Background: an optimization exercise with open tools, aiming at small area. Do not read the settings as production practice. Function was checked by simulation only, so behaviour that the tests miss may differ from the original. Power figures rest on the tool's default switching activity, not on a simulated workload.

==> flow/design.v (excerpt) <==
module armreduced(
	input clk,
	input reset,
	output[31:0] pc,
	input[31:0] inst,
	input nIRQ,
	output[3:0] be,
	output[31:0] memaddr,
	output memwrite,
	output memread,
	output[31:0] writedata,
	input[31:0] readdata
	);
==> flow/config.mk <==
export PLATFORM = sky130hd
export DESIGN_NAME = armreduced
export DESIGN_NICKNAME = armreduced
export VERILOG_FILES = /design/flow/design.v
export SDC_FILE = /design/flow/constraint.sdc
export NUM_CORES = 4
export LEC_CHECK = 0
export CAP_MARGIN = 20
export CORE_MARGIN = 2
export CORE_UTILIZATION = 55
export CTS_BUF_LIST = sky130_fd_sc_hd__clkbuf_8
export CTS_CLUSTER_DIAMETER = 60
export CTS_CLUSTER_SIZE = 14
export SLEW_MARGIN = 20
==> flow/constraint.sdc <==
create_clock -name core_clock -period 20.0 [get_ports {clk}]
set_input_delay 4.0000 -clock core_clock [delete_from_list [all_inputs] [get_ports {clk}]]
set_output_delay 4.0000 -clock core_clock [all_outputs]
set_load 0.01 [all_outputs]
standard.sh (not shown) runs the stock make flow with config.mk's settings and CLKGATE_MAP_FILE= SYNTH_SCRIPT=/design/flow/synth_recipe.tcl, a recipe that flattens the netlist after the stock synthesis.
==> flow/flow/run.sh <==
#!/bin/bash
# Layout flow: the standard layout (standard.sh: the standard synthesis,
# floorplan, placement, CTS and routing), with two changes:
#  - the port buffers that placement inserts are the smallest buffer
#    (buf_1; the resizer may still upsize them),
#  - clock tree synthesis inserts no dummy loads.
# The make output goes to flow_make.log; each ORFS step writes its own log
# under orfs/logs/.
set -euo pipefail
bash standard.sh \
  "BUFFER_PORTS_ARGS=-buffer_cell sky130_fd_sc_hd__buf_1" \
  "CTS_ARGS=-sink_clustering_enable -repair_clock_nets -sink_clustering_size 14 -sink_clustering_max_diameter 60 -buf_list sky130_fd_sc_hd__clkbuf_8 -dont_use_dummy_load" \
  finish > flow_make.log 2>&1
The first run went through all stages and came out clean.
Next try:
CORE_UTILIZATION = 80   (was 55)
PLACE_DENSITY = 0.85   (was not set)
After rerunning: Flip-flop and latch count is unchanged. Combinational power shrinks by a little under a tenth. Setup slack improved by 0.20 ns. Total power drops slightly.

========
old:
Another version of the RTL of armreduced (not shown whole).
Size in the first run: ~3300 cells after synthesis, roughly 790 flip-flops, ~170 I/O pins.
## armreduced
module armreduced(
	input clk,
	input reset,
	output[31:0] pc,
	input[31:0] inst,
	input nIRQ,
	output[3:0] be,
	output[31:0] memaddr,
	output memwrite,
	output memread,
	output[31:0] writedata,
	input[31:0] readdata
	);
Settings: LEC_CHECK=0, CAP_MARGIN=20, CORE_MARGIN=2, CORE_UTILIZATION=65, CTS_BUF_LIST=sky130_fd_sc_hd__clkbuf_8, CTS_CLUSTER_DIAMETER=55, CTS_CLUSTER_SIZE=18, PLACE_DENSITY=0.75, SLEW_MARGIN=20; clock period 20.0 ns.
==> flow/flow/run.sh <==
#!/bin/bash
# Layout flow: the standard layout (standard.sh), with these changes:
#  - after the floorplan, OpenROAD's restructure remaps the combinational
#    logic for area, four times over (flow/restructure.tcl); registers are
#    not touched,
#  - the port buffers that placement inserts are the smallest buffer (buf_1;
#    the resizer may still upsize them),
#  - clock tree synthesis inserts no dummy loads.
# Each tool's output goes to a log file of its own in this folder; each ORFS
# step also writes its own log under orfs/logs/.
set -euo pipefail
ARGS=(
  "BUFFER_PORTS_ARGS=-buffer_cell sky130_fd_sc_hd__buf_1"
  "CTS_ARGS=-sink_clustering_enable -repair_clock_nets -sink_clustering_size 18 -sink_clustering_max_diameter 55 -buf_list sky130_fd_sc_hd__clkbuf_8 -dont_use_dummy_load"
)
bash standard.sh "${ARGS[@]}" floorplan > flow_make_floorplan.log 2>&1
mkdir -p orfs/restructure
python3 flow/filterlib.py "$FLOW_HOME/platforms/sky130hd/lib/sky130_fd_sc_hd__tt_025C_1v80.lib" \
  orfs/restructure/lib_no_dont_use.lib > flow_filterlib.log 2>&1
openroad -no_init -exit flow/restructure.tcl > flow_restructure.log 2>&1
bash standard.sh "${ARGS[@]}" finish > flow_make_finish.log 2>&1
Other scripts of this flow, unchanged in this note and not shown: flow/flow/filterlib.py, flow/flow/restructure.tcl
The flow did not stop early for old: all stages ran, and the layout cleared the timing, DRC and antenna checks.
Relative to old, the following input files were edited for new:
Settings: CTS_CLUSTER_SIZE: 18 -> 16; CTS_CLUSTER_DIAMETER: 55 -> 60.
diff --git a/flow/flow/run.sh b/flow/flow/run.sh
--- a/flow/flow/run.sh
+++ b/flow/flow/run.sh
@@ -14 +14 @@
-  "CTS_ARGS=-sink_clustering_enable -repair_clock_nets -sink_clustering_size 18 -sink_clustering_max_diameter 55 -buf_list sky130_fd_sc_hd__clkbuf_8 -dont_use_dummy_load"
+  "CTS_ARGS=-sink_clustering_enable -repair_clock_nets -sink_clustering_size 16 -sink_clustering_max_diameter 60 -buf_list sky130_fd_sc_hd__clkbuf_8 -dont_use_dummy_load"
Notes after the runs:
- Comparing old with new, the design area came out essentially unchanged.
- Between new and old, it is new whose worst hold-check slack is higher, by 10 ps.
- The utilization of new and that of old are within noise of each other.
- In terms of multi-input gate share of the layout cell area, old and new differ only marginally.
- Data required time at the worst endpoint essentially unchanged between old and new.
- Compared old against new; reported net switching power within noise.
- old → new: depth of the worst hold-timing path shrank by 1, number of clock buffers inserted by TritonCTS fell by 1, fraction of standard cell area that is sequential flat, compound-gate portion of the synthesized area held steady.

========
== fjord ==
The RTL this note starts from:
==> flow/design.v <==
module armreduced(
	input clk,
	input reset,
	output[31:0] pc,
	input[31:0] inst,
	input nIRQ,
	output[3:0] be,
	output[31:0] memaddr,
	output memwrite,
	output memread,
	output[31:0] writedata,
	input[31:0] readdata
	);
	reg [31:0] PCF;
	reg [31:0] instD;
	reg [31:0] rf [0:14];      
	reg [14:0] valid_q;        
	reg [31:0] r15;            
	reg [31:0] instE;          
	reg        validE;         
	reg [3:0]  FlagsE;
	reg [31:0] ReadData1E, ReadData2E;
	reg [31:0] ALUOutM, WriteDataM;
	reg        RegWriteM, MemtoRegM, MemWriteM, PCSrcM, RegSrcM, BranchTakenM;
	reg [3:0]  WA3M;
	reg [31:0] ResultW;
	reg        RegWriteW, PCSrcW, RegSrcW;
	reg [3:0]  WA3W;
	assign be = 4'b1111;
	assign memread = 1'b1;
	assign pc = reset ? 32'd0 : PCF;
	assign memaddr = ALUOutM;
	assign memwrite = MemWriteM;
	assign writedata = WriteDataM;
	wire brD = (instD[27:26] == 2'b10);
	wire [3:0] RA1D = instD[19:16];
	wire [3:0] RA2D = (instD[27:26] == 2'b01 && !instD[20]) ? instD[15:12] : instD[3:0];
	wire [28:0] r15inc = r15[31:3] + 29'd1;
	wire [31:0] r15p8 = {r15inc, r15[2:0]};
	wire [31:0] r15p4 = {r15[2] ? r15inc : r15[31:3], ~r15[2], r15[1:0]};
	wire [16:0] selA, selB;
	genvar g;
	generate
		for (g = 0; g < 15; g = g + 1) begin : rd
			assign selA[g] = !brD && valid_q[g] && RA1D == g;
			assign selB[g] = !brD && valid_q[g] && RA2D == g;
		end
	endgenerate
	assign selA[15] = brD || RA1D == 4'd15;
	assign selA[16] = 1'b0;
	assign selB[15] = !brD && RA2D == 4'd15;
	assign selB[16] = brD;
	wire [32*17-1:0] rdin = {r15p4, r15p8,
		rf[14], rf[13], rf[12], rf[11], rf[10], rf[9], rf[8], rf[7],
		rf[6], rf[5], rf[4], rf[3], rf[2], rf[1], rf[0]};
	wire [31:0] RD1, RD2;
	selectOr17 _readA(.sel(selA), .d(rdin), .y(RD1));
	selectOr17 _readB(.sel(selB), .d(rdin), .y(RD2));
	wire [1:0] opE  = instE[27:26];
	wire [3:0] cmdE = instE[24:21];
	wire dpE  = (opE == 2'b00);
	wire memE = (opE == 2'b01);
	wire brE  = (opE == 2'b10);
	wire LE   = instE[20];
	wire cmpOnlyE = (cmdE[3:2] == 2'b10);
	wire RegWriteE  = validE & ((dpE & ~cmpOnlyE) | (memE & LE) | (brE & instE[24]));
	wire MemtoRegE  = validE & memE & LE;
	wire MemWriteE  = validE & memE & ~LE;
	wire BranchE    = validE & brE;
	wire RegSrcE    = validE & brE;
	wire FlagWriteE = validE & dpE & (instE[20] | cmpOnlyE);
	wire PCSrcE     = validE & (instE[15:12] == 4'b1111) & (cmdE == 4'b1101);
	wire ALUSrcE    = dpE ? instE[25] : ~opE[1] | ~opE[0];
	wire [3:0] ALUOpE = dpE ? cmdE : (memE & ~instE[23]) ? 4'b0010 : 4'b0100;
	wire [3:0] RA1E = instE[19:16];
	wire [3:0] RA2E = (memE && !LE) ? instE[15:12] : instE[3:0];
	wire [3:0] WA3E = instE[15:12];
	wire [31:0] ExtImmE = memE ? {20'd0, instE[11:0]} :
	                      brE  ? {{6{instE[23]}}, instE[23:0], 2'b00} :
	                             {{24{instE[7]}}, instE[7:0]};
	wire fA_M = RegWriteM && (RA1E == WA3M);
	wire fA_W = RegWriteW && (RA1E == WA3W);
	wire fB_M = !brE && RegWriteM && (RA2E == WA3M);
	wire fB_W = !brE && RegWriteW && (RA2E == WA3W);
	wire [31:0] SrcAE = fA_M ? ALUOutM : fA_W ? ResultW : ReadData1E;
	wire [31:0] WriteDataE = fB_M ? ALUOutM : fB_W ? ResultW : ReadData2E;
	wire [31:0] SrcBE = ALUSrcE ? ExtImmE : WriteDataE;
	wire [31:0] ALUResultE;
	wire [3:0] ALUFlags;
	ALU32bit _ALU32bit(.SrcA(SrcAE), .SrcB(SrcBE), .ALUOp(ALUOpE), .ALUResult(ALUResultE), .ALUFlags(ALUFlags));
	wire condEx;
	condCheck _condCheck(.cond(instE[31:28]), .flags(FlagsE), .condEx(condEx));
	wire BranchTakenE = BranchE & condEx;
	wire [3:0] NZCV = (FlagWriteE & condEx) ? ALUFlags : FlagsE;
	wire Flush = BranchTakenE | (PCSrcE & condEx) | PCSrcM | PCSrcW;
	wire Stall = (RegWriteE && memE && (WA3E == RA1D || WA3E == RA2D)) ||
	             (!BranchTakenE && RegWriteW && (WA3W == RA1D || WA3W == RA2D));
	wire [31:0] NextPC = BranchTakenE ? ALUResultE : PCSrcW ? ResultW : PCF + 32'd4;
	always @(posedge clk) begin
		if (reset)
			PCF <= 32'd4;
		else if (!Stall)
			PCF <= NextPC;
		if (reset)
			instD <= inst;
		else if (Flush)
			instD <= 32'd0;
		else if (!Stall)
			instD <= inst;
		if (reset) begin
			instE <= 32'd0;
			validE <= 1'b1;
		end else begin
			instE <= instD;
			if (Flush)
				instE[15:12] <= 4'd0;
			validE <= !(Flush || Stall);
		end
		FlagsE <= (Flush || reset) ? 4'd0 : NZCV;
		ReadData1E <= RD1;
		ReadData2E <= RD2;
		PCSrcM <= reset ? 1'b0 : (PCSrcE & condEx);
		RegWriteM <= reset ? 1'b0 : (RegWriteE & condEx);
		MemtoRegM <= reset ? 1'b0 : MemtoRegE;
		MemWriteM <= reset ? 1'b0 : (MemWriteE & condEx);
		WA3M <= reset ? 4'd0 : BranchTakenE ? 4'd14 : WA3E;
		ALUOutM <= ALUResultE;
		WriteDataM <= WriteDataE;
		RegSrcM <= reset ? 1'b0 : RegSrcE;
		BranchTakenM <= reset ? 1'b0 : BranchTakenE;
		PCSrcW <= reset ? 1'b0 : PCSrcM;
		RegWriteW <= reset ? 1'b0 : RegWriteM;
		WA3W <= reset ? 4'd0 : WA3M;
		RegSrcW <= reset ? 1'b0 : RegSrcM;
		ResultW <= BranchTakenM ? WriteDataM : MemtoRegM ? readdata : ALUOutM;
		if (reset)
			r15 <= 32'd0;
		else if (RegSrcW || WA3W != 4'd15)
			r15 <= PCF;
		else if (RegWriteW)
			r15 <= ResultW;
	end
	integer i;
	always @(posedge clk) begin
		for (i = 0; i < 15; i = i + 1)
			if (RegWriteW && WA3W == i)
				rf[i] <= ResultW;
		if (reset)
			valid_q <= 15'd0;
		else if (RegWriteW && WA3W != 4'd15)
			valid_q[WA3W] <= 1'b1;
	end
endmodule
module selectOr17(
	input [16:0] sel,
	input [32*17-1:0] d,
	output reg [31:0] y
	);
	integer k;
	always @(*) begin
		y = 32'd0;
		for (k = 0; k < 17; k = k + 1)
			y = y | ({32{sel[k]}} & d[32*k +: 32]);
	end
endmodule
module ALU32bit(
	input [31:0] SrcA,
	input [31:0] SrcB,
	input [3:0] ALUOp,
	output reg [31:0] ALUResult,
	output [3:0] ALUFlags
	);
	wire sub   = (ALUOp == 4'b0010) | (ALUOp == 4'b0110) | (ALUOp == 4'b1010);
	wire rsb   = (ALUOp == 4'b0011) | (ALUOp == 4'b0111);
	wire add   = (ALUOp == 4'b0100) | (ALUOp == 4'b0101) | (ALUOp == 4'b1011);
	wire arith = sub | rsb | add;
	wire invB  = sub;
	wire [31:0] X = SrcA ^ {32{rsb}};
	wire [31:0] Y = SrcB ^ {32{invB}};
	wire [32:0] c;
	wire [31:0] s;
	assign c[0] = sub | rsb;
	genvar g;
	generate
		for (g = 0; g < 32; g = g + 1) begin : rc
			assign s[g] = X[g] ^ Y[g] ^ c[g];
			assign c[g+1] = (X[g] & Y[g]) | (c[g] & (X[g] ^ Y[g]));
		end
	endgenerate
	reg [3:0] T;
	always @ (*)
	begin
		case(ALUOp)
		4'b0000, 4'b1000: T = 4'b1000;    
		4'b0001, 4'b1001: T = 4'b0110;    
		4'b1100: T = 4'b1110;             
		4'b1101: T = 4'b1100;             
		4'b1110: T = 4'b0010;             
		default: T = 4'b0011;             
		endcase
	end
	integer j;
	always @ (*)
	begin
		for (j = 0; j < 32; j = j + 1)
			ALUResult[j] = arith ? s[j] : T[{SrcB[j], SrcA[j]}];
	end
	assign ALUFlags[3] = ALUResult[31];
	assign ALUFlags[2] = (ALUResult == 32'd0);
	assign ALUFlags[1] = arith & c[32];
	assign ALUFlags[0] = arith & (X[31] == Y[31]) & (ALUResult[31] != X[31]);
endmodule
module condCheck(
	input [3:0] cond,
	input [3:0] flags,
	output reg condEx
	);
	wire N = flags[3];
	wire Z = flags[2];
	wire C = flags[1];
	wire V = flags[0];
	always @ (*)
	begin
		case(cond)
		4'b0000: condEx = Z;
		4'b0001: condEx = ~Z;
		4'b0010: condEx = C;
		4'b0011: condEx = ~C;
		4'b0100: condEx = N;
		4'b0101: condEx = ~N;
		4'b0110: condEx = V;
		4'b0111: condEx = ~V;
		4'b1000: condEx = C & ~Z;
		4'b1001: condEx = ~C | Z;
		4'b1010: condEx = (N == V);
		4'b1011: condEx = (N != V);
		4'b1100: condEx = ~Z & (N == V);
		4'b1101: condEx = Z | (N != V);
		default: condEx = 1'b1;
		endcase
	end
endmodule
clock: 20.0 ns
lec_check: 0
cap_margin: 20
core_margin: 2
core_utilization: 70
cts_buf_list: sky130_fd_sc_hd__clkbuf_8
cts_cluster_diameter: 60
cts_cluster_size: 14
place_density: 0.78
slew_margin: 20
==> flow/flow/run.sh <==
#!/bin/bash
# Layout flow: the standard layout (standard.sh), with these changes:
#  - after the floorplan, OpenROAD's restructure remaps the combinational
#    logic for area, four times over (flow/restructure.tcl); registers are
#    not touched,
#  - the port buffers that placement inserts are the smallest buffer (buf_1;
#    the resizer may still upsize them),
#  - clock tree synthesis inserts no dummy loads.
# Each tool's output goes to a log file of its own in this folder; each ORFS
# step also writes its own log under orfs/logs/.
set -euo pipefail
ARGS=(
  "BUFFER_PORTS_ARGS=-buffer_cell sky130_fd_sc_hd__buf_1"
  "CTS_ARGS=-sink_clustering_enable -repair_clock_nets -sink_clustering_size 14 -sink_clustering_max_diameter 60 -buf_list sky130_fd_sc_hd__clkbuf_8 -dont_use_dummy_load"
)
bash standard.sh "${ARGS[@]}" floorplan > flow_make_floorplan.log 2>&1
mkdir -p orfs/restructure
python3 flow/filterlib.py "$FLOW_HOME/platforms/sky130hd/lib/sky130_fd_sc_hd__tt_025C_1v80.lib" \
  orfs/restructure/lib_no_dont_use.lib > flow_filterlib.log 2>&1
openroad -no_init -exit flow/restructure.tcl > flow_restructure.log 2>&1
bash standard.sh "${ARGS[@]}" finish > flow_make_finish.log 2>&1
==> flow/flow/restructure.tcl <==
# Area recovery on the floorplan: OpenROAD's restructure remaps the
# combinational logic between registers and ports with ABC for area. The
# registers are left as the standard synthesis made them. The library given
# to ABC is the platform's without its don't-use cells.
set R orfs/results/sky130hd/armreduced/base
read_liberty $::env(FLOW_HOME)/platforms/sky130hd/lib/sky130_fd_sc_hd__tt_025C_1v80.lib
read_db $R/2_floorplan.odb
read_sdc $R/2_floorplan.sdc
source $::env(FLOW_HOME)/platforms/sky130hd/setRC.tcl
report_design_area
# four passes: each one remaps the result of the one before
foreach pass {1 2 3 4} {
  file mkdir orfs/restructure/pass$pass
  restructure -target area -liberty_file orfs/restructure/lib_no_dont_use.lib \
    -tielo_port sky130_fd_sc_hd__conb_1/LO -tiehi_port sky130_fd_sc_hd__conb_1/HI \
    -work_dir orfs/restructure/pass$pass -abc_logfile orfs/restructure/pass$pass/abc.log
  report_design_area
  # the next pass makes its tie cells under the same names: rename these
  foreach inst [[ord::get_db_block] getInsts] {
    set name [$inst getName]
    if {[string match "rmp_const_*" $name]} {
      $inst rename "rmp_p${pass}_[string range $name 4 end]"
    }
  }
}
report_design_area
write_db $R/2_floorplan.odb
Other scripts of this flow, unchanged in this note and not shown: flow/flow/filterlib.py
Input changes introduced in nickel (baseline for comparison: fjord):
-- flow/flow/run.sh --
<<< fjord, line 3
#  - after the floorplan, OpenROAD's restructure remaps the combinational
#    logic for area, four times over (flow/restructure.tcl); registers are
#    not touched,
#  - the port buffers that placement inserts are the smallest buffer (buf_1;
>>> nickel, line 3
#  - after the floorplan, OpenROAD's restructure remaps the combinational
#    logic for area (flow/restructure.tcl); registers are not touched,
#  - the port buffers that placement inserts are the smallest buffer (buf_1;
==> flow/flow/restructure.tcl <==
# Area recovery on the floorplan: OpenROAD's restructure remaps the
# combinational logic between registers and ports with ABC for area. The
# registers are left as the standard synthesis made them. The library given
# to ABC is the platform's without its don't-use cells.
set R orfs/results/sky130hd/armreduced/base
read_liberty $::env(FLOW_HOME)/platforms/sky130hd/lib/sky130_fd_sc_hd__tt_025C_1v80.lib
read_db $R/2_floorplan.odb
read_sdc $R/2_floorplan.sdc
source $::env(FLOW_HOME)/platforms/sky130hd/setRC.tcl
report_design_area
file mkdir orfs/restructure
restructure -target area -liberty_file orfs/restructure/lib_no_dont_use.lib \
  -tielo_port sky130_fd_sc_hd__conb_1/LO -tiehi_port sky130_fd_sc_hd__conb_1/HI \
  -work_dir orfs/restructure -abc_logfile orfs/restructure/abc.log
report_design_area
write_db $R/2_floorplan.odb
Notes after the runs:
Looking at actual transition at the worst max-transition pin, nickel sits 98 ps above fjord.
Area used by sequential logic in the layout: nickel vs fjord identical
Cmp nickel vs fjord: sequential share of layout area lower in nickel
Comparing nickel against fjord, there is no change at all in setup TNS.
Having completed the whole flow, nickel delivered a layout that passed the timing, DRC and antenna checks.
Fraction of layout cells with a size suffix above 1 of fjord is on par with nickel.
The clock insertion delay at the later pin of the skew report in nickel was higher than what fjord gave.
Looking at nickel and fjord, the footprint of the multi-input gates is a wash.
Re overflow left after global routing: no difference whatsoever between nickel and fjord.

-- separate check: timing with driven ports --
The flow's constraints put no driver on any port. The routed layouts listed below were extracted and timed again, unchanged, in two steps.
Step 1, drivers: a clkbuf_16 drives clk and a buf_2 each remaining input, both assumed.
Step 2 adds t to the input delays and takes it off the output delays; t is the mean of the earliest and latest rising clock arrival at the registers after step 1. Input paths then give back, and output paths get back, about the clock's delay inside the block.
Three values: no drivers, after step 1, after step 2; two values: the first two.
run	shift t [ns]	setup slack, ns	hold slack, ns	worst setup path after step 2
the first run of note 1	0.730	1.385 / 1.385 / 1.385	0.447 / 0.447 / 0.447	register to register
the second run of note 1	0.742	1.590 / 1.590 / 1.590	0.444 / 0.444 / 0.444	register to register
old	0.795	5.536 / 5.536 / 5.536	0.452 / 0.452 / 0.452	register to register
new	0.793	5.627 / 5.627 / 5.627	0.462 / 0.462 / 0.462	register to register
fjord	0.731	5.475 / 5.475 / 5.475	0.411 / 0.411 / 0.411	register to register
nickel	0.755	6.313 / 6.313 / 6.313	0.432 / 0.432 / 0.432	register to register
After both steps every run listed still meets setup and hold.
